Context: an optimization exercise on an open-source flow, tuned for small area, a short achievable clock period and few clock cycles per item. The choices shown serve that exercise and are no tape-out recipe. In this exercise RTL edits were held to simulation tests only and were not proved equivalent to the original.

==> run a: inputs <==
Design net_4_8_12_16_16_1_10, start of the top module:
module net_4_8_12_16_16_1_10(clk, reset, input_valid, input_ready, input_data, output_valid, output_ready, output_data);
	input clk, reset, input_valid, output_ready;
	input signed [15 : 0] input_data;
	output signed [15 : 0] output_data;
	output output_valid, input_ready;
	logic [3:0] pos;           
	logic [15:0] pos1h;        
	logic [2:0] vf;            
	logic [2:0] cnt;           
	logic lch;                 
	logic in_rdy;
	logic sv;                  
	logic fv;                  
	logic go;                  
	logic starve;              
	logic in_xfer, launch, wrap, idle, new_valid;
	logic [3:0] pos_n;
	logic [2:0] vf_n;
	assign in_xfer = input_valid & in_rdy;
	assign idle = ~vf[0] & ~vf[1] & ~(vf[2] & (pos <= 4'd8));
	assign wrap = go & (pos == 4'd15);
	assign launch = go & ~lch & (cnt != 3'd0) & (wrap | idle);
	assign new_valid = go & ((pos >= 4'd9) ? vf[1] : vf[2]);
	always_comb begin
		pos_n = pos;
		vf_n = vf;
		if (launch) begin
			pos_n = 4'd0;
			vf_n = {vf[1:0], 1'b1};
		end else if (wrap) begin
			pos_n = 4'd0;
			vf_n = {vf[1:0], 1'b0};
		end else if (go) begin
			pos_n = pos + 4'd1;
		end
	end
	function automatic logic [5:0] nxt(input logic xf, input logic [2:0] cnt, input logic lch,
		input logic launch, input logic busy, input logic [3:0] pos_n);
		logic [2:0] c;
		logic l, r, st;
		c = cnt + {2'b0, xf};
		l = lch | launch;
		if (l && c == 3'd4) begin
			c = 3'd0;
			l = 1'b0;
		end
		r = (c != 3'd4) & (l | ~busy | (pos_n >= 4'd11));
		st = l & ((pos_n == 4'd0 && c < 3'd2) || (pos_n == 4'd1 && c < 3'd3) ||
		          (pos_n == 4'd2 && c < 3'd4));
		nxt = {c, l, r, st};
	endfunction
	logic [5:0] nx0, nx1, nx;
	assign nx0 = nxt(1'b0, cnt, lch, launch, vf_n[0], pos_n);
	assign nx1 = nxt(1'b1, cnt, lch, launch, vf_n[0], pos_n);
	assign nx = in_xfer ? nx1 : nx0;
	always_ff @(posedge clk) begin
		if (reset) begin
			pos <= 4'd0;
			pos1h <= 16'd1;
			vf <= 3'd0;
			cnt <= 3'd0;
			lch <= 1'b0;
			in_rdy <= 1'b1;
			starve <= 1'b0;
		end else begin
			pos <= pos_n;
			pos1h <= 16'd1 << pos_n;
			vf <= vf_n;
  ...
==> flow/config.mk <==
export PLATFORM = sky130hd
export DESIGN_NAME = net_4_8_12_16_16_1_10
export DESIGN_NICKNAME = net_4_8_12_16_16_1_10
export VERILOG_FILES = /design/flow/design.v
export SDC_FILE = /design/flow/constraint.sdc
export NUM_CORES = 4
export LEC_CHECK = 0
export ABC_AREA = 1
export CAP_MARGIN = 20
export CORE_MARGIN = 2
export CORE_UTILIZATION = 60
export SLEW_MARGIN = 20
==> flow/constraint.sdc <==
create_clock -name core_clock -period 12.0 [get_ports {clk}]
set_input_delay 2.4000 -clock core_clock [delete_from_list [all_inputs] [get_ports {clk}]]
set_output_delay 2.4000 -clock core_clock [all_outputs]
set_load 0.01 [all_outputs]
standard.sh (not shown) runs the stock make flow with config.mk's settings and CLKGATE_MAP_FILE= SYNTH_SCRIPT=/design/flow/synth_recipe.tcl, a recipe that flattens the netlist after the stock synthesis.
==> flow/flow/run.sh <==
#!/bin/bash
set -euo pipefail
export BUFFER_PORTS_ARGS="-buffer_cell sky130_fd_sc_hd__buf_4"
export SETUP_SLACK_MARGIN=8.6
bash standard.sh > standard.log 2>&1
==> run b: changes against run a <==
- CAP_MARGIN: 20 -> 50
- CORE_UTILIZATION: 60 -> 65
- SLEW_MARGIN: 20 -> 70
==> notes <==
- Setup slack: run a is lower than run b (0.074 ns).
- In run a the hold slack is lower than in run b, by 0.0022 ns.
- Between run b and run a, the lower first-iteration DRC count is in run b (gap about 4%, measured against run a).
- In run b the count of clock-buffer cells in the layout is lower than in run a, by 17.
- In run a the clock skew is higher than in run b, by 0.0071 ns.
- Against run a, the maximum frequency of run b is higher by 1.9%.
- Of run a and run b, run b has the higher via count (gap about 0.3%, measured against run b).
- Between run b and run a, the lower core utilization is in run a (gap 5.4 points).
- Die area: run b is smaller than run a (7.6%).
==> figures <==
|  | run b | run a |
|---|---|---|
| Status | complete, no violations | complete, no violations |
| Width of the die | 387 um | 403 um |
| Worst hold margin | 0.407 ns | 0.405 ns |
| DRC violation total after the first TritonRoute iteration | 8486 | 8862 |
| Max frequency | 259 MHz | 254 MHz |
| Die area | 150000 um2 | 162000 um2 |
| Portion of the layout cell area used by non-clock buffers | 2.57% | 3.14% |
| GR Util All Layers | 35.2% | 33.6% |
| Die Height | 387 um | 403 um |
| CTS Buf Count | 146 | 149 |
| Routed length on met3 | 21500 um | 23600 um |
| Smallest setup slack after layout | 8.14 ns | 8.06 ns |
| Multi-input combinational area share | 52.2% | 51.7% |
| Total placed instance area | 98200 um2 | 97000 um2 |
| Pin count of the biggest net entering global routing | 63 | 165 |
| Endpoint, Worst Hold | p3_4[16]$_DFFE_PN_ | a3_0[9]$_DFFE_PN_ |
| Detailed-routing wirelength on met1 | 115000 um | 126000 um |
| Share of final-layout standard cells stronger than drive strength 1 | 7.95% | 8.00% |
Testbench counts of run a, summed over its fixed seeds: cycles 2,272, items 128.
Testbench counts of run b, summed over its fixed seeds: cycles 2,272, items 128.

* * *

==> violet <==
net_4_8_12_16_16_1_10 again, from the RTL that the note above started with.
Design net_4_8_12_16_16_1_10, start of the top module:
module net_4_8_12_16_16_1_10(clk, reset, input_valid, input_ready, input_data, output_valid, output_ready, output_data);
Settings: LEC_CHECK=0, ABC_AREA=1, CAP_MARGIN=50, CORE_MARGIN=2, CORE_UTILIZATION=70, SLEW_MARGIN=70; clock period 12.0 ns.
Scripts as last shown in full above: flow/flow/run.sh
==> cedar: changes against violet <==
--- a/flow/config.mk
+++ b/flow/config.mk
@@ -8,5 +8,5 @@
 export ABC_AREA = 1
 export CAP_MARGIN = 50
 export CORE_MARGIN = 2
-export CORE_UTILIZATION = 70
+export CORE_UTILIZATION = 60
 export SLEW_MARGIN = 70
==> qor summary <==
                                                                                  violet                    cedar
Outcome                                                          complete, no violations  complete, no violations
Number of inserted filler cells in the final layout                                 9504                    13400
Routed metal-1 wirelength                                                      115000 um                125000 um
Fraction of standard cell area that is sequential                                  33.0%                    32.8%
Maximum number of pins on one net before global-route repair                          62                       65
Area occupied by registers                                                     34700 um2                34700 um2
Buffers, non-clock                                                                   275                      283
Via count of the first global-routing pass                                         82500                    79000
Inserted Clock Buffers                                                               147                      149
Met3 wire len                                                                   30200 um                 22200 um
Met1 GRT Util                                                                      52.9%                    47.6%
Count of clock-net buffers in the final layout                                       184                      201
Height of the chip                                                                373 um                   403 um
Startpoint of the lowest-slack hold path                                         p3_0[3]                  k3_7[5]
Non-clock inverter count in the final layout                                        1427                     1426
Die Outline Area                                                              139000 um2               162000 um2
Worst setup slack after placement                                                8.15 ns                  8.14 ns
CP Launch Point                                                                   y3[11]                    y3[3]
Utilization after layout                                                           77.8%                    67.0%
Last weighted congestion value of the routability-driven placer                     1.02                    0.977
Tap Count                                                                           1781                     2072
Synth-to-Final Area Change                                                         10.4%                    11.0%
Clk pin slew, worst setup/hold paths                                             0.07 ns                  0.06 ns
Testbench counts of violet, summed over its fixed seeds: cycles 2,272, items 128.
Testbench counts of cedar, summed over its fixed seeds: cycles 2,272, items 128.

==> port drivers added, routing unchanged <==
How much do the figures lean on ideal ports? The routed layouts below were timed once more, with nothing changed but the port constraints. Step 1, drivers: a clkbuf_16 drives clk and a buf_2 each remaining input, both assumed. Step 2 times the ports against the registers' clock, not the clock port: input delays grow and output delays shrink by t, the midpoint of the rising clock arrivals with the driver on. Slacks: no drivers / after step 1 / after step 2; pairs: no drivers / after step 1.
run	t, ns	setup slack, ns	hold WS [ns]	worst slew at a driven data input, ns	cell pins on the clock port's net
run a	0.858	8.065 / 7.982 / 8.023	0.405 / 0.405 / 0.405	0.07	1
run b	0.853	8.139 / 8.060 / 8.346	0.407 / 0.407 / 0.407	0.11	1
violet	0.875	8.242 / 8.162 / 8.163	0.411 / 0.411 / 0.411	0.05	1
cedar	0.857	8.081 / 7.988 / 8.185	0.408 / 0.408 / 0.408	0.10	1
After both steps every run listed still meets setup and hold. The setup slack of violet, which loses most, moves by -0.080 ns with the drivers and by -0.079 ns with both steps.
